This is an optimization exercise on Yosys and OpenROAD, whose aim is small area, a short achievable clock period and few clock cycles, not a production implementation. RTL that was checked went through simulation tests only; none was proved equivalent to the original. The RTL of runs 2 to 5 was laid out without a check of its function. Power is estimated from default activity; no workload was simulated.

[flow/config.mk]
export PLATFORM = sky130hd
export DESIGN_NAME = convolution
export DESIGN_NICKNAME = convolution
export VERILOG_FILES = /design/flow/design.v
export SDC_FILE = /design/flow/constraint.sdc
export NUM_CORES = 4
export LEC_CHECK = 0
export ABC_CLOCK_PERIOD_IN_PS = 2500
export CAP_MARGIN = 20
export CORE_MARGIN = 2
export CORE_UTILIZATION = 55
export CTS_BUF_LIST = sky130_fd_sc_hd__clkbuf_8
export PLACE_DENSITY = 0.7
export SETUP_SLACK_MARGIN = 3.2
export SLEW_MARGIN = 20
[flow/constraint.sdc]
create_clock -name core_clock -period 6.0 [get_ports {clk}]
set_input_delay 1.2000 -clock core_clock [delete_from_list [all_inputs] [get_ports {clk}]]
set_output_delay 1.2000 -clock core_clock [all_outputs]
set_load 0.01 [all_outputs]
[flow/design.v]
module convolution
(
output [4:0] memX_addr,
input      [7:0] dataX,
output [4:0] memY_addr,
input      [7:0] dataY,
input start,
output [15:0] dataZ,
output [5:0] memZ_addr,
output writeZ,
input      [4:0] sizeX,
input      [4:0] sizeY,
input            shape,
output busy,
output done,
input clk,
input rst_n
);
   reg        done_r;     
   reg        act;        
   reg        on;         
   reg        l1, l2, l3, wz;
   reg        f1, f2, f3;
   reg [4:0]  lo;
   reg [4:0]  j, i;
   reg        dir, fst;
   reg [7:0]  xr, yr;
   reg [15:0] ps, pc;
   wire [15:0] ms, mc;
   reg [9:0]  acc_lo;            
   reg [5:0]  acc_hi;            
   reg        cy;
   reg [5:0]  zaddr;
   reg [4:0] lo_t, him1_t;
   reg       empty_t;
   always @(*) begin
      case (sizeX)
         5'd1: lo_t = 5'd29;
         5'd2: lo_t = 5'd29;
         5'd3: lo_t = 5'd30;
         5'd4: lo_t = 5'd30;
         5'd5: lo_t = 5'd31;
         5'd6: lo_t = 5'd31;
         5'd7: lo_t = 5'd0;
         5'd8: lo_t = 5'd0;
         5'd9: lo_t = 5'd1;
         5'd10: lo_t = 5'd1;
         5'd11: lo_t = 5'd2;
         5'd12: lo_t = 5'd2;
         5'd13: lo_t = 5'd3;
         5'd14: lo_t = 5'd3;
         5'd15: lo_t = 5'd4;
         5'd16: lo_t = 5'd4;
         5'd17: lo_t = 5'd5;
         5'd18: lo_t = 5'd5;
         5'd19: lo_t = 5'd6;
         5'd20: lo_t = 5'd6;
         5'd21: lo_t = 5'd7;
         5'd22: lo_t = 5'd7;
         5'd23: lo_t = 5'd8;
         5'd24: lo_t = 5'd8;
         5'd25: lo_t = 5'd9;
         5'd26: lo_t = 5'd9;
         5'd27: lo_t = 5'd10;
         5'd28: lo_t = 5'd10;
         5'd29: lo_t = 5'd11;
         5'd30: lo_t = 5'd11;
         5'd31: lo_t = 5'd12;
         5'd0: lo_t = 5'd0;
         default: lo_t = 5'd0;
      endcase
      case (sizeX)
         5'd1: him1_t = 5'd30;
         5'd2: him1_t = 5'd31;
         5'd3: him1_t = 5'd1;
         5'd4: him1_t = 5'd2;
         5'd5: him1_t = 5'd4;
         5'd6: him1_t = 5'd5;
         5'd7: him1_t = 5'd7;
         5'd8: him1_t = 5'd8;
         5'd9: him1_t = 5'd10;
         5'd10: him1_t = 5'd11;
         5'd11: him1_t = 5'd13;
         5'd12: him1_t = 5'd14;
         5'd13: him1_t = 5'd16;
         5'd14: him1_t = 5'd17;
         5'd15: him1_t = 5'd19;
         5'd16: him1_t = 5'd20;
         5'd17: him1_t = 5'd22;
         5'd18: him1_t = 5'd23;
         5'd19: him1_t = 5'd25;
         5'd20: him1_t = 5'd26;
         5'd21: him1_t = 5'd28;
         5'd22: him1_t = 5'd29;
         5'd23: him1_t = 5'd31;
         5'd24: him1_t = 5'd0;
         5'd25: him1_t = 5'd2;
         5'd26: him1_t = 5'd3;
         5'd27: him1_t = 5'd5;
         5'd28: him1_t = 5'd6;
         5'd29: him1_t = 5'd8;
         5'd30: him1_t = 5'd9;
         5'd31: him1_t = 5'd11;
         5'd0: him1_t = 5'd0;
         default: him1_t = 5'd0;
      endcase
      case (sizeX)
         5'd1: empty_t = 1'b0;
         5'd2: empty_t = 1'b1;
         5'd3: empty_t = 1'b1;
         5'd4: empty_t = 1'b1;
         5'd5: empty_t = 1'b1;
         5'd6: empty_t = 1'b1;
         5'd7: empty_t = 1'b0;
         5'd8: empty_t = 1'b0;
         5'd9: empty_t = 1'b0;
         5'd10: empty_t = 1'b0;
         5'd11: empty_t = 1'b0;
         5'd12: empty_t = 1'b0;
         5'd13: empty_t = 1'b0;
         5'd14: empty_t = 1'b0;
         5'd15: empty_t = 1'b0;
         5'd16: empty_t = 1'b0;
         5'd17: empty_t = 1'b0;
         5'd18: empty_t = 1'b0;
         5'd19: empty_t = 1'b0;
         5'd20: empty_t = 1'b0;
         5'd21: empty_t = 1'b0;
         5'd22: empty_t = 1'b0;
         5'd23: empty_t = 1'b1;
         5'd24: empty_t = 1'b1;
         5'd25: empty_t = 1'b1;
         5'd26: empty_t = 1'b1;
         5'd27: empty_t = 1'b1;
         5'd28: empty_t = 1'b1;
         5'd29: empty_t = 1'b1;
         5'd30: empty_t = 1'b1;
         5'd31: empty_t = 1'b1;
         5'd0: empty_t = 1'b1;
         default: empty_t = 1'b1;
      endcase
   end
   wire [4:0] jp = j + 5'd1;
   wire [4:0] jm = j - 5'd1;
   wire [4:0] ip = i + 5'd1;
   wire [4:0] im = i - 5'd1;
   wire [4:0] him1  = him1_t;
   wire       empty = empty_t;
   wire at_lo = (zaddr == {1'b0, lo});
   wire fin_w = ~done_r & wz & shape & (zaddr == {1'b0, him1});    
   wire j_top = (jp == sizeX);
   wire i_top = (ip == sizeY);
   wire j_bot = (j == 5'd0);
   wire i_bot = (i == 5'd0);
   wire lastK = dir ? (j_bot | i_top) : (j_top | i_bot);
   wire corner = j_top & i_top;
   wire adv  = on ? lastK : 1'b1;
   wire rsel = on ? dir : 1'b1;
   wire jdec = ~adv & dir;
   wire jinc = (~adv & ~dir) | (adv & (rsel ? i_top : ~j_top));
   wire idec = ~adv & ~dir;
   wire iinc = (~adv & dir) | (adv & (rsel ? ~i_top : j_top));
   wire [15:0] accg = f3 ? 16'd0 : {acc_hi, acc_lo};
   wire        cyg  = ~f3 & cy;
   wire [15:0] as   = accg ^ ps ^ pc;
   wire [15:0] ac   = (accg & ps) | (accg & pc) | (ps & pc);
   wire [10:0] sum_lo = {1'b0, as[9:0]} + {1'b0, ac[8:0], 1'b0};
   wire [5:0]  sum_hi = as[15:10] + ac[14:9] + {5'd0, cyg};
   always @(posedge clk or negedge rst_n) begin
      if (!rst_n) begin
         done_r <= 1'b1;
         act    <= 1'b0;
         on     <= 1'b0;
         l1 <= 1'b0; l2 <= 1'b0; l3 <= 1'b0;
         wz <= 1'b0;
      end else begin
         if (done_r) begin
            if (start) begin
               done_r <= 1'b0;
               act    <= 1'b1;
               on     <= ~shape;
            end
         end else if (fin_w) begin
            done_r <= 1'b1;
            act    <= 1'b0;
            on     <= 1'b0;
         end else if (act & ~on) begin
            if (empty | (corner & ~at_lo)) begin
               act    <= 1'b0;
               done_r <= 1'b1;
            end else if (at_lo) begin
               on <= 1'b1;
            end
         end else if (act) begin
            if (corner) begin
               act <= 1'b0;
               on  <= 1'b0;
            end
         end else if (wz & ~l3 & ~l2 & ~l1) begin
            done_r <= 1'b1;
         end
         l1 <= on & lastK & ~fin_w;
         l2 <= l1 & ~fin_w;
         l3 <= l2 & ~fin_w;
         wz <= l3 & ~fin_w;
      end
   end
   always @(posedge clk) begin
      if (done_r) begin
         j     <= 5'd0;
         i     <= 5'd0;
         dir   <= 1'b0;
         fst   <= 1'b1;
         zaddr <= 6'd0;
      end else begin
         if (act & ~(~on & at_lo)) begin
            j <= jdec ? jm : (jinc ? jp : j);
            i <= idec ? im : (iinc ? ip : i);
            if (adv) dir <= on & ~dir;
            fst <= adv;
         end
         if (wz | (act & ~on & ~at_lo)) zaddr <= zaddr + 6'd1;
      end
      lo <= lo_t;
      f1 <= fst; f2 <= f1; f3 <= f2;
      xr  <= dataX;
      yr  <= dataY;
      ps  <= ms;
      pc  <= mc;
      acc_lo <= sum_lo[9:0];
      cy     <= sum_lo[10];
      acc_hi <= sum_hi;
   end
   wire m_pp0_0 = xr[0] & yr[0];
   wire m_pp0_1 = xr[0] & yr[1];
   wire m_pp0_2 = xr[0] & yr[2];
   wire m_pp0_3 = xr[0] & yr[3];
   wire m_pp0_4 = xr[0] & yr[4];
   wire m_pp0_5 = xr[0] & yr[5];
   wire m_pp0_6 = xr[0] & yr[6];
   wire m_pp0_7 = xr[0] & yr[7];
   wire m_pp1_0 = xr[1] & yr[0];
   wire m_pp1_1 = xr[1] & yr[1];
   wire m_pp1_2 = xr[1] & yr[2];
   wire m_pp1_3 = xr[1] & yr[3];
   wire m_pp1_4 = xr[1] & yr[4];
   wire m_pp1_5 = xr[1] & yr[5];
   wire m_pp1_6 = xr[1] & yr[6];
   wire m_pp1_7 = xr[1] & yr[7];
   wire m_pp2_0 = xr[2] & yr[0];
   wire m_pp2_1 = xr[2] & yr[1];
   wire m_pp2_2 = xr[2] & yr[2];
   wire m_pp2_3 = xr[2] & yr[3];
   wire m_pp2_4 = xr[2] & yr[4];
   wire m_pp2_5 = xr[2] & yr[5];
   wire m_pp2_6 = xr[2] & yr[6];
   wire m_pp2_7 = xr[2] & yr[7];
   wire m_pp3_0 = xr[3] & yr[0];
   wire m_pp3_1 = xr[3] & yr[1];
   wire m_pp3_2 = xr[3] & yr[2];
   wire m_pp3_3 = xr[3] & yr[3];
   wire m_pp3_4 = xr[3] & yr[4];
   wire m_pp3_5 = xr[3] & yr[5];
   wire m_pp3_6 = xr[3] & yr[6];
   wire m_pp3_7 = xr[3] & yr[7];
   wire m_pp4_0 = xr[4] & yr[0];
   wire m_pp4_1 = xr[4] & yr[1];
   wire m_pp4_2 = xr[4] & yr[2];
   wire m_pp4_3 = xr[4] & yr[3];
   wire m_pp4_4 = xr[4] & yr[4];
   wire m_pp4_5 = xr[4] & yr[5];
   wire m_pp4_6 = xr[4] & yr[6];
   wire m_pp4_7 = xr[4] & yr[7];
   wire m_pp5_0 = xr[5] & yr[0];
   wire m_pp5_1 = xr[5] & yr[1];
   wire m_pp5_2 = xr[5] & yr[2];
   wire m_pp5_3 = xr[5] & yr[3];
   wire m_pp5_4 = xr[5] & yr[4];
   wire m_pp5_5 = xr[5] & yr[5];
   wire m_pp5_6 = xr[5] & yr[6];
   wire m_pp5_7 = xr[5] & yr[7];
   wire m_pp6_0 = xr[6] & yr[0];
   wire m_pp6_1 = xr[6] & yr[1];
   wire m_pp6_2 = xr[6] & yr[2];
   wire m_pp6_3 = xr[6] & yr[3];
   wire m_pp6_4 = xr[6] & yr[4];
   wire m_pp6_5 = xr[6] & yr[5];
   wire m_pp6_6 = xr[6] & yr[6];
   wire m_pp6_7 = xr[6] & yr[7];
   wire m_pp7_0 = xr[7] & yr[0];
   wire m_pp7_1 = xr[7] & yr[1];
   wire m_pp7_2 = xr[7] & yr[2];
   wire m_pp7_3 = xr[7] & yr[3];
   wire m_pp7_4 = xr[7] & yr[4];
   wire m_pp7_5 = xr[7] & yr[5];
   wire m_pp7_6 = xr[7] & yr[6];
   wire m_pp7_7 = xr[7] & yr[7];
   wire m_1;
   wire m_2;
   wire m_3;
   wire m_4;
   wire m_5;
   wire m_6;
   wire m_7;
   wire m_8;
   wire m_9;
   wire m_10;
   wire m_11;
   wire m_12;
   wire m_13;
   wire m_14;
   wire m_15;
   wire m_16;
   wire m_17;
   wire m_18;
   wire m_19;
   wire m_20;
   wire m_21;
   wire m_22;
   wire m_23;
   wire m_24;
   wire m_25;
   wire m_26;
   wire m_27;
   wire m_28;
   wire m_29;
   wire m_30;
   wire m_31;
   wire m_32;
   wire m_33;
   wire m_34;
   wire m_35;
   wire m_36;
   wire m_37;
   wire m_38;
   wire m_39;
   wire m_40;
   wire m_41;
   wire m_42;
   wire m_43;
   wire m_44;
   wire m_45;
   wire m_46;
   wire m_47;
   wire m_48;
   wire m_49;
   wire m_50;
   wire m_51;
   wire m_52;
   wire m_53;
   wire m_54;
   wire m_55;
   wire m_56;
   wire m_57;
   wire m_58;
   wire m_59;
   wire m_60;
   wire m_61;
   wire m_62;
   wire m_63;
   wire m_64;
   wire m_65;
   wire m_66;
   wire m_67;
   wire m_68;
   wire m_69;
   wire m_70;
   wire m_71;
   wire m_72;
   wire m_73;
   wire m_74;
   wire m_75;
   wire m_76;
   wire m_77;
   wire m_78;
   wire m_79;
   wire m_80;
   wire m_81;
   wire m_82;
   wire m_83;
   wire m_84;
   assign m_1 = m_pp0_6 ^ m_pp1_5;
   assign m_2 = m_pp0_6 & m_pp1_5;
   assign m_3 = m_pp0_7 ^ m_pp1_6 ^ m_pp2_5;
   assign m_4 = (m_pp0_7 & m_pp1_6) | (m_pp0_7 & m_pp2_5) | (m_pp1_6 & m_pp2_5);
   assign m_5 = m_pp3_4 ^ m_pp4_3;
   assign m_6 = m_pp3_4 & m_pp4_3;
   assign m_7 = m_pp1_7 ^ m_pp2_6 ^ m_pp3_5;
   assign m_8 = (m_pp1_7 & m_pp2_6) | (m_pp1_7 & m_pp3_5) | (m_pp2_6 & m_pp3_5);
   assign m_9 = m_pp4_4 ^ m_pp5_3;
   assign m_10 = m_pp4_4 & m_pp5_3;
   assign m_11 = m_pp2_7 ^ m_pp3_6 ^ m_pp4_5;
   assign m_12 = (m_pp2_7 & m_pp3_6) | (m_pp2_7 & m_pp4_5) | (m_pp3_6 & m_pp4_5);
   assign m_13 = m_pp0_4 ^ m_pp1_3;
   assign m_14 = m_pp0_4 & m_pp1_3;
   assign m_15 = m_pp0_5 ^ m_pp1_4 ^ m_pp2_3;
   assign m_16 = (m_pp0_5 & m_pp1_4) | (m_pp0_5 & m_pp2_3) | (m_pp1_4 & m_pp2_3);
   assign m_17 = m_pp3_2 ^ m_pp4_1;
   assign m_18 = m_pp3_2 & m_pp4_1;
   assign m_19 = m_1 ^ m_pp2_4 ^ m_pp3_3;
   assign m_20 = (m_1 & m_pp2_4) | (m_1 & m_pp3_3) | (m_pp2_4 & m_pp3_3);
   assign m_21 = m_pp4_2 ^ m_pp5_1 ^ m_pp6_0;
   assign m_22 = (m_pp4_2 & m_pp5_1) | (m_pp4_2 & m_pp6_0) | (m_pp5_1 & m_pp6_0);
   assign m_23 = m_2 ^ m_3 ^ m_5;
   assign m_24 = (m_2 & m_3) | (m_2 & m_5) | (m_3 & m_5);
   assign m_25 = m_pp5_2 ^ m_pp6_1 ^ m_pp7_0;
   assign m_26 = (m_pp5_2 & m_pp6_1) | (m_pp5_2 & m_pp7_0) | (m_pp6_1 & m_pp7_0);
   assign m_27 = m_4 ^ m_6 ^ m_7;
   assign m_28 = (m_4 & m_6) | (m_4 & m_7) | (m_6 & m_7);
   assign m_29 = m_9 ^ m_pp6_2 ^ m_pp7_1;
   assign m_30 = (m_9 & m_pp6_2) | (m_9 & m_pp7_1) | (m_pp6_2 & m_pp7_1);
   assign m_31 = m_8 ^ m_10 ^ m_11;
   assign m_32 = (m_8 & m_10) | (m_8 & m_11) | (m_10 & m_11);
   assign m_33 = m_pp5_4 ^ m_pp6_3 ^ m_pp7_2;
   assign m_34 = (m_pp5_4 & m_pp6_3) | (m_pp5_4 & m_pp7_2) | (m_pp6_3 & m_pp7_2);
   assign m_35 = m_12 ^ m_pp3_7 ^ m_pp4_6;
   assign m_36 = (m_12 & m_pp3_7) | (m_12 & m_pp4_6) | (m_pp3_7 & m_pp4_6);
   assign m_37 = m_pp5_5 ^ m_pp6_4 ^ m_pp7_3;
   assign m_38 = (m_pp5_5 & m_pp6_4) | (m_pp5_5 & m_pp7_3) | (m_pp6_4 & m_pp7_3);
   assign m_39 = m_pp4_7 ^ m_pp5_6 ^ m_pp6_5;
   assign m_40 = (m_pp4_7 & m_pp5_6) | (m_pp4_7 & m_pp6_5) | (m_pp5_6 & m_pp6_5);
   assign m_41 = m_pp0_3 ^ m_pp1_2;
   assign m_42 = m_pp0_3 & m_pp1_2;
   assign m_43 = m_13 ^ m_pp2_2 ^ m_pp3_1;
   assign m_44 = (m_13 & m_pp2_2) | (m_13 & m_pp3_1) | (m_pp2_2 & m_pp3_1);
   assign m_45 = m_14 ^ m_15 ^ m_17;
   assign m_46 = (m_14 & m_15) | (m_14 & m_17) | (m_15 & m_17);
   assign m_47 = m_16 ^ m_18 ^ m_19;
   assign m_48 = (m_16 & m_18) | (m_16 & m_19) | (m_18 & m_19);
   assign m_49 = m_20 ^ m_22 ^ m_23;
   assign m_50 = (m_20 & m_22) | (m_20 & m_23) | (m_22 & m_23);
   assign m_51 = m_24 ^ m_26 ^ m_27;
   assign m_52 = (m_24 & m_26) | (m_24 & m_27) | (m_26 & m_27);
   assign m_53 = m_28 ^ m_30 ^ m_31;
   assign m_54 = (m_28 & m_30) | (m_28 & m_31) | (m_30 & m_31);
   assign m_55 = m_32 ^ m_34 ^ m_35;
   assign m_56 = (m_32 & m_34) | (m_32 & m_35) | (m_34 & m_35);
   assign m_57 = m_36 ^ m_38 ^ m_39;
   assign m_58 = (m_36 & m_38) | (m_36 & m_39) | (m_38 & m_39);
   assign m_59 = m_40 ^ m_pp5_7 ^ m_pp6_6;
   assign m_60 = (m_40 & m_pp5_7) | (m_40 & m_pp6_6) | (m_pp5_7 & m_pp6_6);
   assign m_61 = m_pp0_2 ^ m_pp1_1;
   assign m_62 = m_pp0_2 & m_pp1_1;
   assign m_63 = m_41 ^ m_pp2_1 ^ m_pp3_0;
   assign m_64 = (m_41 & m_pp2_1) | (m_41 & m_pp3_0) | (m_pp2_1 & m_pp3_0);
   assign m_65 = m_42 ^ m_43 ^ m_pp4_0;
   assign m_66 = (m_42 & m_43) | (m_42 & m_pp4_0) | (m_43 & m_pp4_0);
   assign m_67 = m_44 ^ m_45 ^ m_pp5_0;
   assign m_68 = (m_44 & m_45) | (m_44 & m_pp5_0) | (m_45 & m_pp5_0);
   assign m_69 = m_46 ^ m_47 ^ m_21;
   assign m_70 = (m_46 & m_47) | (m_46 & m_21) | (m_47 & m_21);
   assign m_71 = m_48 ^ m_49 ^ m_25;
   assign m_72 = (m_48 & m_49) | (m_48 & m_25) | (m_49 & m_25);
   assign m_73 = m_50 ^ m_51 ^ m_29;
   assign m_74 = (m_50 & m_51) | (m_50 & m_29) | (m_51 & m_29);
   assign m_75 = m_52 ^ m_53 ^ m_33;
   assign m_76 = (m_52 & m_53) | (m_52 & m_33) | (m_53 & m_33);
   assign m_77 = m_54 ^ m_55 ^ m_37;
   assign m_78 = (m_54 & m_55) | (m_54 & m_37) | (m_55 & m_37);
   assign m_79 = m_56 ^ m_57 ^ m_pp7_4;
   assign m_80 = (m_56 & m_57) | (m_56 & m_pp7_4) | (m_57 & m_pp7_4);
   assign m_81 = m_58 ^ m_59 ^ m_pp7_5;
   assign m_82 = (m_58 & m_59) | (m_58 & m_pp7_5) | (m_59 & m_pp7_5);
   assign m_83 = m_60 ^ m_pp6_7 ^ m_pp7_6;
   assign m_84 = (m_60 & m_pp6_7) | (m_60 & m_pp7_6) | (m_pp6_7 & m_pp7_6);
   assign ms = {1'b0, m_84, m_82, m_80, m_78, m_76, m_74, m_72, m_70, m_68, m_66, m_64, m_62, m_61, m_pp0_1, m_pp0_0};
   assign mc = {1'b0, m_pp7_7, m_83, m_81, m_79, m_77, m_75, m_73, m_71, m_69, m_67, m_65, m_63, m_pp2_0, m_pp1_0, 1'b0};
   assign memX_addr = j;
   assign memY_addr = i;
   assign memZ_addr = zaddr;
   assign dataZ     = {acc_hi + {5'd0, cy}, acc_lo};
   assign writeZ    = wz;
   assign done      = done_r;
   assign busy      = ~done_r;
endmodule
[flow/flow/run.sh]
#!/bin/bash
# Own flow: the standard layout, with small buffers on the ports and a lighter clock tree.
export BUFFER_PORTS_ARGS="-buffer_cell sky130_fd_sc_hd__buf_1"
export CTS_ARGS="-sink_clustering_enable -repair_clock_nets -buf_list sky130_fd_sc_hd__clkbuf_8 -dont_use_dummy_load"
bash standard.sh finish > standard.log 2>&1
[flow/standard.sh]
#!/bin/bash
# synth_recipe.tcl (not shown) runs the flow's synth.tcl, then flattens the netlist and writes it again
# the make line also repeats each setting of config.mk as NAME=value (left out here)
make -C /OpenROAD-flow-scripts/flow DESIGN_CONFIG=/design/flow/config.mk WORK_HOME=/design/flow/orfs CLKGATE_MAP_FILE= SYNTH_SCRIPT=/design/flow/synth_recipe.tcl "${@:-finish}"
==> flow_summary.yaml, run 1 <==
drt:
  vias: 3918
  detail_route.first_pass.iterations: 4
  detail_route.wl_per_cell_um: 13.2
  wl_um: 10100
  drtIter0Drc: 104
  ant_nets: 0
  drc_errors: 0
  viasPerCell: 5.13
clock_network:
  ctsHoldBuffers: 0
  root_buffer: "clkbuf_8"
  cts_buffers: 9
  clkLatencyLatePin_ps: 370
  clock_sinks: 95
  cts_max_level: 3
  tritoncts: "done"
  clockBufferDepth: 2
  cts.clk_slew.worst_paths_ps: 70
job:
  maxCapViolations: 0
timing:
  slew_viol_final: 0
  rsz0062_at_grt: "true"
  fin_setup_tns_ps: 0
  hold_viol: 0
  maxSlewHeadroom_pct: 61.9
  worstMarginPinSlew_ps: 557
  post-route-period-util_pct: 45.0
  fin_worst_skew_ps: 27.3
  period_minus_slack_ps: 2700
  setup_slack_ps: 3300
  clock.fmax_ghz: 0.370
  setup_violations: 0
placement:
  io_buffers: 64
  place_hpwl_um: 7980
  gp_congestion: 0.863
  postPlaceCellArea_um2: 6010
  dpl_worst_slack_ps: 2640
final_layout:
  final_common_cell: "dfxtp_1"
  fin_nets: 748
  final_util_pct: 63.3
  diodes: 0
  drive_gt1_share_pct: 8.08
  area_growth_pct: 10.7
  final_cell_mix: "79 x dfxtp_1, 63 x inv_1, 59 x buf_1, 56 x and2_1, 50 x fa_1"
  fin_area_um2: 6240
global_route:
  grt_pass1_vias: 3978
  grt_max_degree: 27
  grt_first_pass_wirelength_um: 17600
  antenna_found_initial: 0
  grt-ovfl-total: 0
  grt.total_usage_pct: 19.6
run_status:
  status: "timing/DRC/antenna clean"
logic_synthesis:
  synthTopCellsByArea: "dfxtp_1 31%, fa_1 18%, ha_1 7.3%, and2_1 6.2%, inv_1 4.3%"
  synth_edf_count: 0
  yosys.area.top_type: "dfxtp_1"
  ys_seq_elements: 95
  yosysSeqAreaShare_pct: 34.4
  yosys_warnings: 1
  syn-num-nets: 675
  syn_inst: 560
  synth-async-reset-ratio_pct: 7.37
  synth-main-ff-cell: "dfxtp_1"
  synth.distinct_cells: 62
  syn_avg_cell_area_um2: 10.1
  syn_area_um2: 5640
  yosys.area.top_type_share_pct: 31.2
setup_path:
  start_kind: "flop"
  worstSetupPathType: "flop to flop"
  arrival_ps: 2920
  r2r-end: "pc[9]"
  cp.required_ps: 6220
  r2r_slack_ps: 3300
  r2r-start: "yr[5]"
  reg2regPathDepth: 7
  end_kind: "flop"
  path_max_fanout: 6
floorplan:
  die_h_um: 105
  boundaryPins: 65
  std_cell_rows: 36
  start_util_pct: 57.2
  core-area_um2: 9860
  fp.dieArea_um2: 11100
  die_x_um: 105
power:
  power.static_leakage_uw: 0.00275
  ir_drop_v: 0.000180
  p_per_area_nw_per_um2: 394
min_path:
  hold_depth: 0
  holdCritStartpoint: "f2"
  min_to: "f3"
  hold_path_class: "flop to flop"
layout make-up:
| cell class | instances | area [um2] |
|---|---|---|
| inverter | 64 | 240 |
| fill | 844 | 3620 |
| sequential | 95 | 1970 |
| timing repair buffer | 72 | 309 |
| tap | 133 | 166 |
| multi-input combinational | 391 | 3440 |
| clock buffer | 9 | 124 |
report_power, final:
group	total [uW]	switching (uW)	internal (uW)
combinational	1130	609	525
sequential	1000	180	822
clock	323	189	135
routing by layer:
metal	share of wire (%)	GRT usage, %
met1	43	22.8
met2	53	35.7
met3	2.7	4.39
met4	1.2	6.48
met5	0	0
worst max-delay path by stage:
stage	endpoint	slack, ps	start	depth (start not counted)
after global routing	acc_lo[9]	3160	f3	13
after CTS	acc_lo[9]	3120	f3	13
after detailed placement	i[3]	2640	sizeX[3]	8
after floorplan	acc_lo[9]	3270	f3	14
final	pc[9]	3300	yr[5]	7
after global placement	i[3]	2730	sizeX[3]	8
repair_timing:
item                       4_1_cts  5_1_grt
pin swaps                        0        6
resized for setup                9       21
setup endpoints to repair       19       23
hold endpoints to repair         0        0
setup buffers                    0        8
cloned                           0        0
sequential cells by signal, indices dropped and copies added (netlist names), 5 cells and up:
name	count
acc_lo	10
lo	5
ps	15
pc	14
acc_hi	6
yr	8
i	5
zaddr	6
j	5
xr	8
through the flow:
stage          instances  total power, uW  hold slack (ps)
2_1_floorplan        560             1840              310
3_3_place_gp         747             2060              312
3_5_place_dp         747             2120              314
4_1_cts              756             2450              329
5_1_grt              764             2700              330
6_report             764             2460              328
logic make-up after synthesis:
group | Yosys count | share of synthesized area, %
AOI/OAI and AO/OA | 79 | 9.74
xor gates and xnor gates | 44 | 6.83
adders and majority gates | 85 | 25.8
buffers and inverters | 74 | 4.97
DFF | 95 | 34.4
muxes | 7 | 1.42
and+or+nand+nor | 176 | 16.9
Yosys cell counts, types with 5 or more instances:
cell,instances
o21ai_0,14
xor2_1,17
inv_1,64
dfrtp_1,6
nor2_1,27
nand2_1,34
fa_1,52
a21o_1,6
dfxtp_1,88
and2_1,56
xnor2_1,27
nor2b_1,14
nand3_1,10
nand4_1,5
nand2b_1,5
ha_1,33
clkbuf_1,7
a21oi_1,19
nor3_1,6
worst max-delay path, cell delays in order, from the launching register on:
cell and delay, ps:
dfxtp_4 360, and2_1 170, fa_1 500, fa_1 490, inv_1 50, fa_1 480, inv_1 60, fa_1 450
Testbench counts, summed over its fixed seeds: cycles 40,586.
==> inputs of run 2 (changes only) <==
--- a/flow/design.v
+++ b/flow/design.v
@@ -18,4 +18,5 @@
 );
    reg        done_r;     
+   reg        busy_r;     
    reg        act;        
    reg        on;         
@@ -170,4 +171,5 @@
       if (!rst_n) begin
          done_r <= 1'b1;
+         busy_r <= 1'b0;
          act    <= 1'b0;
          on     <= 1'b0;
@@ -178,4 +180,5 @@
             if (start) begin
                done_r <= 1'b0;
+               busy_r <= 1'b1;
                act    <= 1'b1;
                on     <= ~shape;
@@ -183,4 +186,5 @@
          end else if (fin_w) begin
             done_r <= 1'b1;
+            busy_r <= 1'b0;
             act    <= 1'b0;
             on     <= 1'b0;
@@ -189,4 +193,5 @@
                act    <= 1'b0;
                done_r <= 1'b1;
+               busy_r <= 1'b0;
             end else if (at_lo) begin
                on <= 1'b1;
@@ -199,4 +204,5 @@
          end else if (wz & ~l3 & ~l2 & ~l1) begin
             done_r <= 1'b1;
+            busy_r <= 1'b0;
          end
          l1 <= on & lastK & ~fin_w;
@@ -472,4 +478,4 @@
    assign writeZ    = wz;
    assign done      = done_r;
-   assign busy      = ~done_r;
+   assign busy      = busy_r;
 endmodule
==> flow_summary.yaml, run 2 <==
timing:
  worstMarginPinSlew_ps: 691
  clock.fmax_ghz: 0.351
  post-route-period-util_pct: 47.4
  fin_worst_skew_ps: 19.6
  rsz0062_at_grt: "true"
  period_minus_slack_ps: 2850
  hold_viol: 0
  setup_violations: 0
  fin_setup_tns_ps: 0
  maxSlewHeadroom_pct: 52.7
  slew_viol_final: 0
  whs_ps: 301
drt:
  met1_length_um: 4280
  wl_met3_um: 357
  wl_met2_um: 5710
  wl_um: 10600
  drc_errors: 0
  drtIter0Drc: 105
  detail_route.wl_per_cell_um: 13.7
  highest_layer: "met4"
  detail_route.first_pass.iterations: 6
  ant_nets: 0
  viasPerCell: 5.20
  vias: 4035
clock_network:
  cts_max_level: 3
  clock_sinks: 96
  cts.clk_slew.worst_paths_ps: 90
  clkLatencyLatePin_ps: 350
  cts_buffers: 9
  clockBufferDepth: 2
  root_buffer: "clkbuf_8"
  ctsHoldBuffers: 0
  tritoncts: "done"
global_route:
  antenna_found_initial: 0
  grt_max_degree: 29
  grt_pass1_vias: 4237
  grt_first_pass_wirelength_um: 17800
  grt-ovfl-total: 0
  grt.total_usage_pct: 19.6
placement:
  place_hpwl_um: 8200
  postPlaceCellArea_um2: 6170
  io_buffers: 64
  gp_congestion: 0.892
logic_synthesis:
  synthTopCellsByArea: "dfxtp_1 31%, fa_1 18%, ha_1 7.2%, and2_1 5.7%, xnor2_1 4.3%"
  syn_inst: 567
  synth_compound_gate_area_share_pct: 9.01
  synthAdderAreaFrac_pct: 25.5
  synth_top_family_by_area: "adder cells"
  muxShareOfSynthArea_pct: 1.47
  synth-xor-area-share_pct: 7.21
  ys_top_cells_by_count: "88 x dfxtp_1, 62 x inv_1, 52 x and2_1, 52 x fa_1, 33 x ha_1"
  syn_area_um2: 5710
  yosysSeqAreaShare_pct: 34.4
  yosys.area.top_type: "dfxtp_1"
  synth_edf_count: 0
  syn-num-nets: 682
  syn_avg_cell_area_um2: 10.1
  synth.distinct_cells: 55
  yosys.cell_count.top_type: "dfxtp_1"
  synth-simple-area-share_pct: 17.5
  yosys_warnings: 1
  synth-main-ff-cell: "dfxtp_1"
  ys_seq_elements: 96
  yosys.area.top_type_share_pct: 30.9
  synth-async-reset-ratio_pct: 8.33
power:
  ir_drop_v: 0.000203
  p_per_area_nw_per_um2: 384
  power.static_leakage_uw: 0.00287
setup_path:
  end_kind: "flop"
  cp_slowest_stage_delay_ps: 410
  path_cells: "buf_12, inv_12, ha_4, buf_6, xnor2_4, xnor2_1, or3_4, nor4_4, buf_4, a2111oi_2, o22a_1"
  cp.required_ps: 6230
  start_kind: "primary input"
  critPathTopFamily: "simple AND/OR/NAND/NOR gates"
  worstSetupPathType: "primary input to flop"
  critical_path.slowest_cell: "or3_4"
  crit_buf_inv: 4
  arrival_ps: 3080
  path_max_fanout: 5
final_layout:
  top_register: "ps"
  largest_reg_flops: 15
  top_regs: "ps x15, pc x14, acc_lo x10"
  diodes: 0
  fin_nets: 757
  multi_input_area_um2: 3590
  layout.area.seq_um2: 1980
  fin_area_um2: 6490
  final_cell_mix: "80 x dfxtp_1, 58 x inv_1, 58 x buf_1, 52 x and2_1, 52 x fa_1"
  nFillCells: 861
  area_growth_pct: 13.7
  drive_gt1_share_pct: 10.0
  final_common_cell: "dfxtp_1"
run_status:
  status: "timing/DRC/antenna clean"
job:
  maxCapViolations: 0
min_path:
  hold_path_class: "flop to flop"
floorplan:
  die_x_um: 106
  die_h_um: 106
  start_util_pct: 56.1
  fp.dieArea_um2: 11200
  core-area_um2: 10200
  std_cell_rows: 37
  boundaryPins: 65
run 2: changes by cell type after synthesis, sizes merged, moves of 3 or more:
cell / before / now
nor3: 7 / 4
nor2b: 14 / 19
nand2b: 5 / 9
nand2: 34 / 30
mux2i: 2 / 5
nand4: 5 / 2
or3: 3 / 7
nand3: 10 / 15
mux2: 5 / 1
and2: 57 / 52
run 2: final timing paths:
check | start | to | slack [ps] | cells after the start
worst min-delay path | f2 | f3 | 300 | 0
worst max register to register | yr[7] | pc[9] | 3280 | 7
min in group asynchronous | rst_n | act | 760 | 1
max in group asynchronous | rst_n | done_r | 4910 | 1
worst max-delay path | sizeX[1] | act | 3150 | 11
worst min register to register | f2 | f3 | 300 | 0
run 2: layout make-up:
type                    instances  area share, %
clock buffers                   9           1.91
inverters                      62           3.89
multi-input cells             397           55.3
flip-flops and latches         96           30.4
well taps                     136           2.62
repair buffers                 76           5.88
run 2: timing repair:
item,4_1_cts,5_1_grt
gates cloned,0,0
pin swaps,4,8
setup endpoints to repair,24,20
setup buffers,6,6
endpoints found under the hold margin,0,0
gates resized for setup,20,21
run 2: cells by family (layout without fill, tap and decap cells):
kind of cell / Yosys count / in the layout
simple gates: 181 / 181
fa+ha+maj: 85 / 85
buf+inv: 74 / 147
flops: 96 / 96
compound gates: 77 / 77
xor+xnor: 47 / 47
mux: 7 / 7
run 2: where the power goes:
| part | switching, uW | total, uW | internal [uW] |
|---|---|---|---|
| Clock | 187 | 322 | 135 |
| Combinational | 626 | 1170 | 542 |
| Sequential | 172 | 1000 | 828 |
| Total | 985 | 2490 | 1500 |
run 2: per-stage QoR:
stage                     power (uW)  cells  utilization (%)  setup WS (ps)
after floorplan                 1850    567                -           3090
after global placement          2060    755             60.6           2460
after detailed placement        2130    755             60.6           2370
after CTS                       2480    770             62.7           3170
after global routing            2710    776             63.7           3080
final                           2490    776             63.7           3150
run 2: per-layer routing:
metal  vias up  GRT usage (%)
li1       1991              -
met1      1942           20.8
met2        81           36.8
met3        21           4.05
met4         0           9.68
met5         -              0
==> inputs of run 3 (changes only) <==
--- a/flow/config.mk
+++ b/flow/config.mk
@@ -12,4 +12,4 @@
 export CTS_BUF_LIST = sky130_fd_sc_hd__clkbuf_8
 export PLACE_DENSITY = 0.7
-export SETUP_SLACK_MARGIN = 3.2
+export SETUP_SLACK_MARGIN = 3.3
 export SLEW_MARGIN = 20
==> flow_summary.yaml, run 3 <==
run_status:
  status: "timing/DRC/antenna clean"
setup_path:
  reg2regPathDepth: 7
  critical_path.slowest_cell: "nor4_4"
  cp.required_ps: 6230
  worstSetupPathType: "primary input to flop"
  crit_path_end: "act"
  critPathTopFamily: "simple AND/OR/NAND/NOR gates"
  path_cells: "buf_12, inv_8, ha_4, buf_6, xnor2_2, xnor2_1, or3_4, nor4_4, buf_4, a2111oi_2, o22a_1"
  cp_slowest_stage_delay_ps: 390
  r2r-start: "yr[5]"
  worst-path-stages: 11
  r2r-end: "pc[6]"
  crit_buf_inv: 4
  start_kind: "primary input"
  arrival_ps: 3130
  end_kind: "flop"
  crit_start: "sizeX[0]"
  r2r_slack_ps: 3350
  path_max_fanout: 5
final_layout:
  final_common_cell: "dfxtp_1"
  final_cell_mix: "78 x dfxtp_1, 59 x inv_1, 57 x buf_1, 50 x fa_1, 48 x and2_1"
  top_register: "ps"
  drive_gt1_share_pct: 14.3
  diodes: 0
  nFillCells: 846
  largest_reg_flops: 15
  fin_cells: 785
  fin_nets: 766
  top_regs: "ps x15, pc x14, acc_lo x10"
  area_growth_pct: 17.3
logic_synthesis:
  ys_top_cells_by_count: "88 x dfxtp_1, 62 x inv_1, 52 x and2_1, 52 x fa_1, 33 x ha_1"
  syn_area_um2: 5710
  yosysSeqAreaShare_pct: 34.4
  yosys.area.top_type: "dfxtp_1"
  synth.distinct_cells: 55
  yosys.area.top_type_share_pct: 30.9
  synth_edf_count: 0
  syn_avg_cell_area_um2: 10.1
  synth-main-ff-cell: "dfxtp_1"
  synthTopCellsByArea: "dfxtp_1 31%, fa_1 18%, ha_1 7.2%, and2_1 5.7%, xnor2_1 4.3%"
  yosys.cell_count.top_type: "dfxtp_1"
  syn-num-nets: 682
  syn_inst: 567
  ys_seq_elements: 96
  yosys_warnings: 1
  synth-async-reset-ratio_pct: 8.33
global_route:
  grt.total_usage_pct: 20.2
  grt_max_degree: 29
  grt_pass1_vias: 4096
  grt_first_pass_wirelength_um: 18100
  antenna_found_initial: 0
  grt-ovfl-total: 0
drt:
  drc_errors: 0
  wl_um: 11000
  wl_met3_um: 294
  viasPerCell: 5.21
  detail_route.wl_per_cell_um: 14.0
  detail_route.first_pass.iterations: 4
  ant_nets: 0
  wl_met2_um: 6040
  met1_length_um: 4450
  highest_layer: "met4"
  vias: 4092
  drtIter0Drc: 110
clock_network:
  clock_sinks: 96
  clkLatencyLatePin_ps: 350
  cts_buffers: 9
  ctsHoldBuffers: 0
  root_buffer: "clkbuf_8"
  clockBufferDepth: 2
  cts_max_level: 3
  cts.clk_slew.worst_paths_ps: 80
  tritoncts: "done"
timing:
  setup_slack_ps: 3100
  worstMarginPinSlew_ps: 576
  fin_setup_tns_ps: 0
  maxSlewHeadroom_pct: 61.1
  rsz0062_at_grt: "true"
  hold_viol: 0
  period_minus_slack_ps: 2900
  fin_worst_skew_ps: 18.1
  post-route-period-util_pct: 48.3
  clock.fmax_ghz: 0.345
  slew_viol_final: 0
  setup_violations: 0
min_path:
  hold_path_class: "flop to flop"
floorplan:
  std_cell_rows: 37
  core-area_um2: 10200
  die_h_um: 106
  boundaryPins: 65
  start_util_pct: 56.1
  fp.dieArea_um2: 11200
  die_x_um: 106
power:
  p_per_area_nw_per_um2: 379
  p_total_uw: 2540
  ir_drop_v: 0.000189
  power.static_leakage_uw: 0.00295
placement:
  place_inst: 755
  place_hpwl_um: 8230
  gp_congestion: 0.919
  dpl_worst_slack_ps: 2370
  io_buffers: 64
job:
  maxCapViolations: 0
[run 3: through the flow]
step / utilization (%) / hold WS [ps] / cell area (um2)
6_report: 65.8 / 318 / 6700
3_3_place_gp: 60.9 / 312 / 6200
3_5_place_dp: 60.9 / 315 / 6200
2_1_floorplan: - / 310 / 5860
5_1_grt: 65.8 / 325 / 6700
4_1_cts: 63.5 / 315 / 6470
[run 3: worst min-delay path by stage]
stage               start  endpoint  slack (ps)  cells past startpoint
finish                 f2        f3         320                      0
global route           f2        f3         330                      0
CTS                    f2        f3         320                      0
detailed placement     f2        f3         310                      0
global placement       f1        f2         310                      0
floorplan              f1        f2         310                      0
[run 3: area by class of cell]
type,count,area (um2),share of cell area [%]
clock buffers,9,124,1.85
inverters,62,253,3.77
repair buffers,85,452,6.74
multi-input cells,397,3700,55.2
flip-flops and latches,96,2000,29.9
well taps,136,170,2.54
[run 3: kinds of logic after synthesis]
family	after synthesis	share of synthesized area [%]
AND/OR/NAND/NOR	181	17.5
flip-flops	96	34.4
adder cells (fa/ha/maj)	85	25.5
AO/OA/AOI/OAI	77	9.01
buffers and inverters	74	4.95
XOR/XNOR	47	7.21
multiplexers	7	1.47
[run 3: where the power goes]
part	total (uW)	switching (uW)	leakage (uW)	internal (uW)
logic	1210	646	0.00205	564
registers	1010	177	0.000835	829
clock network	325	191	0.0000647	135
total	2540	1010	0.00295	1530
[run 3: routing by layer]
| metal | vias to the layer above | global-route usage (%) |
|---|---|---|
| li1 | 2014 | - |
| met1 | 1993 | 22.6 |
| met2 | 66 | 37.8 |
| met3 | 19 | 4.48 |
| met4 | 0 | 6.48 |
| met5 | - | 0 |
[run 3: repair_timing]
item                                   CTS  global route
pin swaps                                6            16
endpoints found under the hold margin    0             0
setup endpoints to repair               30            25
setup buffers                            8            13
resized for setup                       35            36
==> inputs of run 4 (changes only) <==
--- a/flow/design.v
+++ b/flow/design.v
@@ -18,5 +18,4 @@
 );
    reg        done_r;     
-   reg        busy_r;     
    reg        act;        
    reg        on;         
@@ -29,6 +28,6 @@
    reg [15:0] ps, pc;
    wire [15:0] ms, mc;
-   reg [9:0]  acc_lo;            
-   reg [5:0]  acc_hi;            
+   reg [8:0]  acc_lo;            
+   reg [6:0]  acc_hi;            
    reg        cy;
    reg [5:0]  zaddr;
@@ -166,10 +165,9 @@
    wire [15:0] as   = accg ^ ps ^ pc;
    wire [15:0] ac   = (accg & ps) | (accg & pc) | (ps & pc);
-   wire [10:0] sum_lo = {1'b0, as[9:0]} + {1'b0, ac[8:0], 1'b0};
-   wire [5:0]  sum_hi = as[15:10] + ac[14:9] + {5'd0, cyg};
+   wire [9:0]  sum_lo = {1'b0, as[8:0]} + {1'b0, ac[7:0], 1'b0};
+   wire [6:0]  sum_hi = as[15:9] + ac[14:8] + {6'd0, cyg};
    always @(posedge clk or negedge rst_n) begin
       if (!rst_n) begin
          done_r <= 1'b1;
-         busy_r <= 1'b0;
          act    <= 1'b0;
          on     <= 1'b0;
@@ -180,5 +178,4 @@
             if (start) begin
                done_r <= 1'b0;
-               busy_r <= 1'b1;
                act    <= 1'b1;
                on     <= ~shape;
@@ -186,5 +183,4 @@
          end else if (fin_w) begin
             done_r <= 1'b1;
-            busy_r <= 1'b0;
             act    <= 1'b0;
             on     <= 1'b0;
@@ -193,5 +189,4 @@
                act    <= 1'b0;
                done_r <= 1'b1;
-               busy_r <= 1'b0;
             end else if (at_lo) begin
                on <= 1'b1;
@@ -204,5 +199,4 @@
          end else if (wz & ~l3 & ~l2 & ~l1) begin
             done_r <= 1'b1;
-            busy_r <= 1'b0;
          end
          l1 <= on & lastK & ~fin_w;
@@ -234,6 +228,6 @@
       ps  <= ms;
       pc  <= mc;
-      acc_lo <= sum_lo[9:0];
-      cy     <= sum_lo[10];
+      acc_lo <= sum_lo[8:0];
+      cy     <= sum_lo[9];
       acc_hi <= sum_hi;
    end
@@ -475,7 +469,7 @@
    assign memY_addr = i;
    assign memZ_addr = zaddr;
-   assign dataZ     = {acc_hi + {5'd0, cy}, acc_lo};
+   assign dataZ     = {acc_hi + {6'd0, cy}, acc_lo};
    assign writeZ    = wz;
    assign done      = done_r;
-   assign busy      = busy_r;
+   assign busy      = ~done_r;
 endmodule
--- a/flow/config.mk
+++ b/flow/config.mk
@@ -12,4 +12,4 @@
 export CTS_BUF_LIST = sky130_fd_sc_hd__clkbuf_8
 export PLACE_DENSITY = 0.7
-export SETUP_SLACK_MARGIN = 3.3
+export SETUP_SLACK_MARGIN = 3.2
 export SLEW_MARGIN = 20
==> flow_summary.yaml, run 4 <==
final_layout:
  area_growth_pct: 11.8
  final_common_cell: "dfxtp_1"
  largest_reg_flops: 15
  layout.area.seq_um2: 1960
  final_cell_mix: "77 x dfxtp_1, 60 x inv_1, 58 x buf_1, 56 x and2_1, 52 x fa_1"
  diodes: 0
  nFillCells: 869
  top_register: "ps"
  fin_nets: 744
  drive_gt1_share_pct: 9.41
  multi_input_area_um2: 3580
  top_regs: "ps x15, pc x14, acc_lo x9"
  final_util_pct: 62.4
timing:
  post-route-period-util_pct: 45.5
  worstMarginPinSlew_ps: 696
  clock.fmax_ghz: 0.367
  maxSlewHeadroom_pct: 53.5
  rsz0062_at_grt: "true"
  period_minus_slack_ps: 2730
  hold_viol: 0
  fin_setup_tns_ps: 0
  slew_viol_final: 0
  setup_violations: 0
  fin_worst_skew_ps: 15.4
logic_synthesis:
  synth.distinct_cells: 59
  ys_seq_elements: 95
  syn_area_um2: 5690
  syn_inst: 564
  synth-main-ff-cell: "dfxtp_1"
  syn-num-nets: 679
  yosysSeqAreaShare_pct: 34.1
  yosys.area.top_type_share_pct: 31.0
  yosys.area.top_type: "dfxtp_1"
  yosys_warnings: 1
  ys_top_cells_by_count: "88 x dfxtp_1, 62 x inv_1, 56 x and2_1"
  synth_edf_count: 0
  synth-async-reset-ratio_pct: 7.37
  synthTopCellsByArea: "dfxtp_1 31%, fa_1 18%, ha_1 7.3%, and2_1 6.2%, xnor2_1 4.8%"
  syn_avg_cell_area_um2: 10.1
  yosys.cell_count.top_type: "dfxtp_1"
clock_network:
  clockBufferDepth: 2
  cts.clk_slew.worst_paths_ps: 90
  ctsHoldBuffers: 0
  cts_buffers: 9
  cts_max_level: 3
  clock_sinks: 95
  root_buffer: "clkbuf_8"
  clkLatencyLatePin_ps: 350
  tritoncts: "done"
floorplan:
  core-area_um2: 10200
  std_cell_rows: 37
  die_h_um: 106
  start_util_pct: 55.8
  fp.dieArea_um2: 11200
  die_x_um: 106
  boundaryPins: 65
drt:
  drc_errors: 0
  highest_layer: "met4"
  vias: 3950
  detail_route.first_pass.iterations: 4
  wl_met2_um: 5410
  viasPerCell: 5.18
  wl_um: 10100
  drtIter0Drc: 119
  ant_nets: 0
  wl_met3_um: 318
  detail_route.wl_per_cell_um: 13.2
  met1_length_um: 4140
setup_path:
  path_max_fanout: 17
  cp_common_cell: "fa_1"
  critPathTopFamily: "adder cells"
  cp.required_ps: 6240
  crit_buf_inv: 2
  r2r-start: "f3"
  start_kind: "flop"
  critical_path.slowest_cell: "fa_1"
  r2r-end: "acc_hi[6]"
  path_cells: "nor2b_1, fa_1, inv_1, fa_1, fa_1, inv_1, a21oi_1, o21bai_1, a21o_1, a21oi_1, xnor2_1"
  end_kind: "flop"
  worstSetupPathType: "flop to flop"
  arrival_ps: 2970
  r2r_slack_ps: 3270
  reg2regPathDepth: 11
  cp_slowest_stage_delay_ps: 490
job:
  maxCapViolations: 0
global_route:
  grt_first_pass_wirelength_um: 17300
  grt_max_degree: 28
  grt.total_usage_pct: 19.2
  grt_pass1_vias: 3976
  antenna_found_initial: 0
  grt-ovfl-total: 0
placement:
  place_hpwl_um: 7840
  io_buffers: 64
  gp_congestion: 0.855
run_status:
  status: "timing/DRC/antenna clean"
power:
  p_per_area_nw_per_um2: 388
  p_total_uw: 2470
  ir_drop_v: 0.000193
  power.static_leakage_uw: 0.00275
min_path:
  hold_depth: 0
  holdCritStartpoint: "f2"
  hold_path_class: "flop to flop"
  min_to: "f3"
[run 4: changes by cell type after synthesis, sizes merged, moves of 3 or more]
cell    change
xnor2       +3
nand2b      -3
and2        +4
nand3       -4
a22oi       +3
a21oi       -3
xor2        -3
[run 4: kinds of logic (layout without fill, tap and decap cells)]
kind of cell,Yosys count,after routing,share of synthesized area (%)
mux,6,6,1.19
simple gates,176,176,16.8
compound gates,78,78,9.71
fa+ha+maj,85,85,25.6
xor+xnor,47,47,7.24
buf+inv,77,140,5.39
flops,95,95,34.1
[run 4: cell type report]
type	count	share of cell area, %
repair buffers	69	4.57
clock buffers	9	1.95
multi-input cells	392	56.3
well taps	136	2.68
flip-flops and latches	95	30.8
inverters	62	3.66
[run 4: metal layers]
metal / GRT usage, % / vias up
li1: - / 1959
met1: 21.3 / 1909
met2: 35.7 / 66
met3: 3.15 / 16
met4: 8.93 / 0
met5: 0 / -
[run 4: repair_timing]
item	in CTS	in global routing
setup buffers	0	5
gates resized for setup	19	29
endpoints found under the setup margin	17	19
endpoints found under the hold margin	0	0
pin swaps	2	9
cloned	0	0
[run 4: worst max-delay path by stage]
stage	start	to	slack, ps	cells after the start
final	f3	acc_hi[6]	3270	11
after global routing	f3	acc_hi[6]	3070	11
after CTS	f3	acc_hi[6]	3140	11
after detailed placement	sizeX[1]	done_r	2550	10
after global placement	sizeX[1]	done_r	2730	10
after floorplan	sizeX[2]	i[2]	3200	7
[run 4: worst reg2reg max path, delay by kind of cell (launching register included)]
kind / cells / cell delay [ps]
XOR/XNOR: 1 / 120
AND/OR/NAND/NOR: 1 / 100
buffers and inverters: 2 / 130
adder cells (fa/ha/maj): 3 / 1360
flip-flops: 1 / 460
AO/OA/AOI/OAI: 4 / 460
[run 4: power by group]
| part | internal, uW | leakage, uW | switching (uW) |
|---|---|---|---|
| clock network | 135 | 0.0000647 | 184 |
| registers | 822 | 0.000822 | 196 |
| logic | 537 | 0.00187 | 591 |
| total | 1490 | 0.00275 | 971 |
[run 4: through the flow]
step	cells	instance area, um2	hold WS (ps)	setup WS, ps
finish	763	6350	321	3270
detailed placement	749	6040	320	2550
floorplan	564	5710	310	3200
CTS	758	6220	323	3140
global route	763	6350	324	3070
global placement	749	6040	314	2730
==> inputs of run 5 (changes only) <==
--- a/flow/design.v
+++ b/flow/design.v
@@ -22,5 +22,4 @@
    reg        l1, l2, l3, wz;
    reg        f1, f2, f3;
-   reg [4:0]  lo;
    reg [4:0]  j, i;
    reg        dir, fst;
@@ -28,7 +27,5 @@
    reg [15:0] ps, pc;
    wire [15:0] ms, mc;
-   reg [8:0]  acc_lo;            
-   reg [6:0]  acc_hi;            
-   reg        cy;
+   reg [15:0] acc;
    reg [5:0]  zaddr;
    reg [4:0] lo_t, him1_t;
@@ -145,8 +142,8 @@
    wire [4:0] ip = i + 5'd1;
    wire [4:0] im = i - 5'd1;
+   wire [4:0] lo    = lo_t;
    wire [4:0] him1  = him1_t;
    wire       empty = empty_t;
-   wire at_lo = (zaddr == {1'b0, lo});
-   wire fin_w = ~done_r & wz & shape & (zaddr == {1'b0, him1});    
+   wire [4:0] kq    = j + i;
    wire j_top = (jp == sizeX);
    wire i_top = (ip == sizeY);
@@ -155,4 +152,5 @@
    wire lastK = dir ? (j_bot | i_top) : (j_top | i_bot);
    wire corner = j_top & i_top;
+   wire endT  = corner | (shape & lastK & (kq == him1));
    wire adv  = on ? lastK : 1'b1;
    wire rsel = on ? dir : 1'b1;
@@ -161,10 +159,64 @@
    wire idec = ~adv & ~dir;
    wire iinc = (~adv & dir) | (adv & (rsel ? ~i_top : j_top));
-   wire [15:0] accg = f3 ? 16'd0 : {acc_hi, acc_lo};
-   wire        cyg  = ~f3 & cy;
+   wire [15:0] accg = f3 ? 16'd0 : acc;
    wire [15:0] as   = accg ^ ps ^ pc;
    wire [15:0] ac   = (accg & ps) | (accg & pc) | (ps & pc);
-   wire [9:0]  sum_lo = {1'b0, as[8:0]} + {1'b0, ac[7:0], 1'b0};
-   wire [6:0]  sum_hi = as[15:9] + ac[14:8] + {6'd0, cyg};
+   wire [15:0] acc_n;
+   wire [15:0] ac_sh = {ac[14:0], 1'b0};
+   wire [15:0] a_p = as ^ ac_sh;
+   wire [15:0] a_g = as & ac_sh;
+   wire a_G1 = a_g[1] | (a_p[1] & a_g[0]);
+   wire a_P1 = a_p[1] & a_p[0];
+   wire a_G2 = a_g[3] | (a_p[3] & a_g[2]);
+   wire a_P2 = a_p[3] & a_p[2];
+   wire a_G3 = a_g[5] | (a_p[5] & a_g[4]);
+   wire a_P3 = a_p[5] & a_p[4];
+   wire a_G4 = a_g[7] | (a_p[7] & a_g[6]);
+   wire a_P4 = a_p[7] & a_p[6];
+   wire a_G5 = a_g[9] | (a_p[9] & a_g[8]);
+   wire a_P5 = a_p[9] & a_p[8];
+   wire a_G6 = a_g[11] | (a_p[11] & a_g[10]);
+   wire a_P6 = a_p[11] & a_p[10];
+   wire a_G7 = a_g[13] | (a_p[13] & a_g[12]);
+   wire a_P7 = a_p[13] & a_p[12];
+   wire a_G8 = a_g[15] | (a_p[15] & a_g[14]);
+   wire a_P8 = a_p[15] & a_p[14];
+   wire a_G9 = a_G2 | (a_P2 & a_G1);
+   wire a_P9 = a_P2 & a_P1;
+   wire a_G10 = a_G4 | (a_P4 & a_G3);
+   wire a_P10 = a_P4 & a_P3;
+   wire a_G11 = a_G6 | (a_P6 & a_G5);
+   wire a_P11 = a_P6 & a_P5;
+   wire a_G12 = a_G8 | (a_P8 & a_G7);
+   wire a_P12 = a_P8 & a_P7;
+   wire a_G13 = a_G10 | (a_P10 & a_G9);
+   wire a_P13 = a_P10 & a_P9;
+   wire a_G14 = a_G12 | (a_P12 & a_G11);
+   wire a_P14 = a_P12 & a_P11;
+   wire a_G15 = a_G14 | (a_P14 & a_G13);
+   wire a_P15 = a_P14 & a_P13;
+   wire a_G16 = a_G11 | (a_P11 & a_G13);
+   wire a_P16 = a_P11 & a_P13;
+   wire a_G17 = a_G3 | (a_P3 & a_G9);
+   wire a_P17 = a_P3 & a_P9;
+   wire a_G18 = a_G5 | (a_P5 & a_G13);
+   wire a_P18 = a_P5 & a_P13;
+   wire a_G19 = a_G7 | (a_P7 & a_G16);
+   wire a_P19 = a_P7 & a_P16;
+   wire a_G20 = a_g[2] | (a_p[2] & a_G1);
+   wire a_P20 = a_p[2] & a_P1;
+   wire a_G21 = a_g[4] | (a_p[4] & a_G9);
+   wire a_P21 = a_p[4] & a_P9;
+   wire a_G22 = a_g[6] | (a_p[6] & a_G17);
+   wire a_P22 = a_p[6] & a_P17;
+   wire a_G23 = a_g[8] | (a_p[8] & a_G13);
+   wire a_P23 = a_p[8] & a_P13;
+   wire a_G24 = a_g[10] | (a_p[10] & a_G18);
+   wire a_P24 = a_p[10] & a_P18;
+   wire a_G25 = a_g[12] | (a_p[12] & a_G16);
+   wire a_P25 = a_p[12] & a_P16;
+   wire a_G26 = a_g[14] | (a_p[14] & a_G19);
+   wire a_P26 = a_p[14] & a_P19;
+   assign acc_n = {a_p[15] ^ a_G26, a_p[14] ^ a_G19, a_p[13] ^ a_G25, a_p[12] ^ a_G16, a_p[11] ^ a_G24, a_p[10] ^ a_G18, a_p[9] ^ a_G23, a_p[8] ^ a_G13, a_p[7] ^ a_G22, a_p[6] ^ a_G17, a_p[5] ^ a_G21, a_p[4] ^ a_G9, a_p[3] ^ a_G20, a_p[2] ^ a_G1, a_p[1] ^ a_g[0], a_p[0]};
    always @(posedge clk or negedge rst_n) begin
       if (!rst_n) begin
@@ -181,17 +233,13 @@
                on     <= ~shape;
             end
-         end else if (fin_w) begin
-            done_r <= 1'b1;
-            act    <= 1'b0;
-            on     <= 1'b0;
          end else if (act & ~on) begin
-            if (empty | (corner & ~at_lo)) begin
+            if (empty | (corner & (kq != lo))) begin
                act    <= 1'b0;
                done_r <= 1'b1;
-            end else if (at_lo) begin
+            end else if (kq == lo) begin
                on <= 1'b1;
             end
          end else if (act) begin
-            if (corner) begin
+            if (endT) begin
                act <= 1'b0;
                on  <= 1'b0;
@@ -200,8 +248,6 @@
             done_r <= 1'b1;
          end
-         l1 <= on & lastK & ~fin_w;
-         l2 <= l1 & ~fin_w;
-         l3 <= l2 & ~fin_w;
-         wz <= l3 & ~fin_w;
+         l1 <= on & lastK;
+         l2 <= l1; l3 <= l2; wz <= l3;
       end
    end
@@ -214,5 +260,5 @@
          zaddr <= 6'd0;
       end else begin
-         if (act & ~(~on & at_lo)) begin
+         if (act & ~(~on & (kq == lo))) begin
             j <= jdec ? jm : (jinc ? jp : j);
             i <= idec ? im : (iinc ? ip : i);
@@ -220,7 +266,6 @@
             fst <= adv;
          end
-         if (wz | (act & ~on & ~at_lo)) zaddr <= zaddr + 6'd1;
+         if (wz | (act & ~on & (kq != lo))) zaddr <= zaddr + 6'd1;
       end
-      lo <= lo_t;
       f1 <= fst; f2 <= f1; f3 <= f2;
       xr  <= dataX;
@@ -228,7 +273,5 @@
       ps  <= ms;
       pc  <= mc;
-      acc_lo <= sum_lo[8:0];
-      cy     <= sum_lo[9];
-      acc_hi <= sum_hi;
+      acc <= acc_n;
    end
    wire m_pp0_0 = xr[0] & yr[0];
@@ -469,5 +512,5 @@
    assign memY_addr = i;
    assign memZ_addr = zaddr;
-   assign dataZ     = {acc_hi + {6'd0, cy}, acc_lo};
+   assign dataZ     = acc;
    assign writeZ    = wz;
    assign done      = done_r;
--- a/flow/config.mk
+++ b/flow/config.mk
@@ -9,7 +9,7 @@
 export CAP_MARGIN = 20
 export CORE_MARGIN = 2
-export CORE_UTILIZATION = 55
+export CORE_UTILIZATION = 40
 export CTS_BUF_LIST = sky130_fd_sc_hd__clkbuf_8
-export PLACE_DENSITY = 0.7
-export SETUP_SLACK_MARGIN = 3.2
+export PLACE_DENSITY = 0.6
+export SETUP_SLACK_MARGIN = 3.0
 export SLEW_MARGIN = 20
==> flow_summary.yaml, run 5 <==
run_status:
  status: "timing/DRC/antenna clean"
final_layout:
  fin_nets: 782
  nFillCells: 1326
  layout.area.seq_um2: 1840
  drive_gt1_share_pct: 15.2
  fin_cells: 836
  top_register: "acc"
  final_common_cell: "dfxtp_1"
  largest_reg_flops: 16
  top_regs: "acc x16, ps x15, pc x14"
  final_cell_mix: "75 x dfxtp_1, 74 x inv_1, 59 x buf_1, 52 x fa_1, 49 x and2_1"
  diodes: 0
  multi_input_area_um2: 3870
  area_growth_pct: 19.0
floorplan:
  std_cell_rows: 43
  fp.dieArea_um2: 15300
  boundaryPins: 65
  start_util_pct: 41.0
  die_h_um: 124
  core-area_um2: 13900
  die_x_um: 124
setup_path:
  r2r-end: "acc[15]"
  path_max_fanout: 3
  critPathTopFamily: "adder cells"
  crit_buf_inv: 2
  cp.required_ps: 6250
  r2r_slack_ps: 2770
  reg2regPathDepth: 15
  end_kind: "flop"
  start_kind: "flop"
  r2r-start: "f3"
  crit_start: "f3"
  critical_path.slowest_cell: "fa_2"
  cp_common_cell: "fa_2"
  arrival_ps: 3480
  worstSetupPathType: "flop to flop"
  cp_slowest_stage_delay_ps: 550
  worst-path-stages: 15
  path_cells: "nand2b_4, fa_2, inv_2, ha_4, a21o_1, a21oi_2, nor2b_2, nor4_2, buf_4, o31ai_4, a21boi_2, o21ai_2, fa_2, xnor2_2, xnor2_1"
  crit_path_end: "acc[15]"
clock_network:
  root_buffer: "clkbuf_8"
  tritoncts: "done"
  cts_buffers: 9
  ctsHoldBuffers: 0
  clkLatencyLatePin_ps: 360
  clock_sinks: 89
  clockBufferDepth: 2
  cts.clk_slew.worst_paths_ps: 80
  cts_max_level: 3
timing:
  post-route-period-util_pct: 53.8
  setup_violations: 0
  worstMarginPinSlew_ps: 664
  maxSlewHeadroom_pct: 55.1
  hold_viol: 0
  period_minus_slack_ps: 3230
  slew_viol_final: 0
  fin_worst_skew_ps: 15.8
  clock.fmax_ghz: 0.310
  rsz0062_at_grt: "true"
  fin_setup_tns_ps: 0
logic_synthesis:
  yosys.cell_count.top_type: "dfxtp_1"
  yosys.area.top_type: "dfxtp_1"
  synth_edf_count: 0
  syn_inst: 575
  syn_area_um2: 5720
  yosys_warnings: 1
  syn_avg_cell_area_um2: 9.94
  ys_seq_elements: 89
  syn-num-nets: 699
  synth-async-reset-ratio_pct: 7.87
  ys_top_cells_by_count: "82 x dfxtp_1, 77 x inv_1, 57 x fa_1"
  synthTopCellsByArea: "dfxtp_1 29%, fa_1 20%, ha_1 8.1%, and2_1 5.4%, inv_1 5.1%"
  yosysSeqAreaShare_pct: 31.8
  yosys.area.top_type_share_pct: 28.7
  synth.distinct_cells: 63
  synth-main-ff-cell: "dfxtp_1"
drt:
  viasPerCell: 4.93
  drtIter0Drc: 176
  wl_um: 11900
  detail_route.first_pass.iterations: 4
  detail_route.wl_per_cell_um: 14.3
  ant_nets: 0
  vias: 4122
  drc_errors: 0
global_route:
  grt_pass1_vias: 4132
  grt-ovfl-total: 0
  antenna_found_initial: 0
  grt.total_usage_pct: 16.5
  grt_first_pass_wirelength_um: 19400
  grt_max_degree: 33
power:
  power.static_leakage_uw: 0.00291
  p_total_uw: 3280
  p_per_area_nw_per_um2: 482
  ir_drop_v: 0.000305
placement:
  place_inst: 807
  io_buffers: 64
  gp_congestion: 0.862
  place_hpwl_um: 8720
min_path:
  hold_path_class: "flop to flop"
job:
  maxCapViolations: 0
run 5: cell count changes in the layout (fill, tap and decap cells not counted), moves of 4 or more:
cell,previous run,this run
a21o_1,6,2
a21oi_1,14,19
and2_1,56,49
buf_4,7,18
dfxtp_2,10,4
fa_2,0,5
inv_1,60,74
nand2b_1,6,11
nand2b_4,0,4
nor3_1,5,1
xnor2_1,30,20
xor2_1,16,8
run 5: how the worst min path moves through the flow:
stage | startpoint | to | slack (ps) | depth (start not counted)
after floorplan | f2 | f3 | 310 | 0
after detailed placement | f2 | f3 | 310 | 0
after CTS | f2 | f3 | 330 | 0
after global placement | f2 | f3 | 310 | 0
after global routing | f2 | f3 | 330 | 0
final | f2 | f3 | 330 | 0
run 5: layer usage:
layer / GRT usage (%) / up-vias / routed length, um
met5: 0 / - / 0
met4: 5.04 / 0 / 205
met3: 4.57 / 14 / 457
met2: 28.1 / 70 / 5980
met1: 20.2 / 2029 / 5300
li1: - / 2009 / -
run 5: power breakdown:
group	switching [uW]	total, uW	internal (uW)
clock	182	317	134
combinational	1030	1950	923
sequential	205	1010	808
run 5: cell families after synthesis:
family,share of synthesized area [%]
mux,1.71
flops,31.8
simple gates,17.7
compound gates,9.39
fa+ha+maj,28.1
xor+xnor,5.21
buf+inv,6.13
run 5: final cells by class:
class                   instances  share of cell area (%)
multi-input cells             397                    56.9
repair buffers                 84                    6.69
inverters                      77                    4.25
clock buffers                   9                    1.82
well taps                     180                    3.31
flip-flops and latches         89                    27.0
run 5: repair_timing:
item	CTS	global route
pin swaps	17	22
cloned	0	0
setup endpoints to repair	25	23
gates resized for setup	36	42
endpoints found under the hold margin	0	0
buffers inserted	17	3
run 5: through the flow:
| step | instance area, um2 | hold slack (ps) | worst slack (ps) | util, % |
|---|---|---|---|---|
| floorplan | 5780 | 310 | 2810 | - |
| global placement | 6170 | 311 | 2090 | 44.3 |
| detailed placement | 6170 | 313 | 2020 | 44.3 |
| CTS | 6550 | 327 | 2790 | 47.0 |
| global route | 6810 | 328 | 2550 | 48.8 |
| finish | 6810 | 325 | 2770 | 48.8 |

==> afterwards: timing with drivers on the ports <==
No port has a modelled driver above. Below, the same layouts with a new extraction and two added sets of constraints. Step 1 sets driving cells, clkbuf_16 on the clock port and buf_2 on the other inputs (assumed; they add their load-dependent delay and slew). Step 2 also shifts input and output timing later by t, the mid clock arrival at the registers, as if the neighbouring blocks saw the same clock. Three values: no drivers, after step 1, after step 2; two values: the first two.
| run | shift t [ns] | setup WS [ns] | worst data-port slew with drivers (ns) |
|---|---|---|---|
| run 1 | 0.391 | 3.300 / 3.279 / 2.984 | 0.04 |
| run 2 | 0.376 | 3.154 / 3.124 / 2.748 | 0.06 |
| run 3 | 0.379 | 3.101 / 3.074 / 2.696 | 0.06 |
| run 4 | 0.383 | 3.272 / 3.242 / 2.953 | 0.04 |
| run 5 | 0.389 | 2.770 / 2.770 / 2.555 | 0.07 |
After both steps setup and hold are still met in every run listed. For run 2, which loses most, drivers alone change the setup slack by -0.030 ns; drivers and shift together by -0.406 ns.
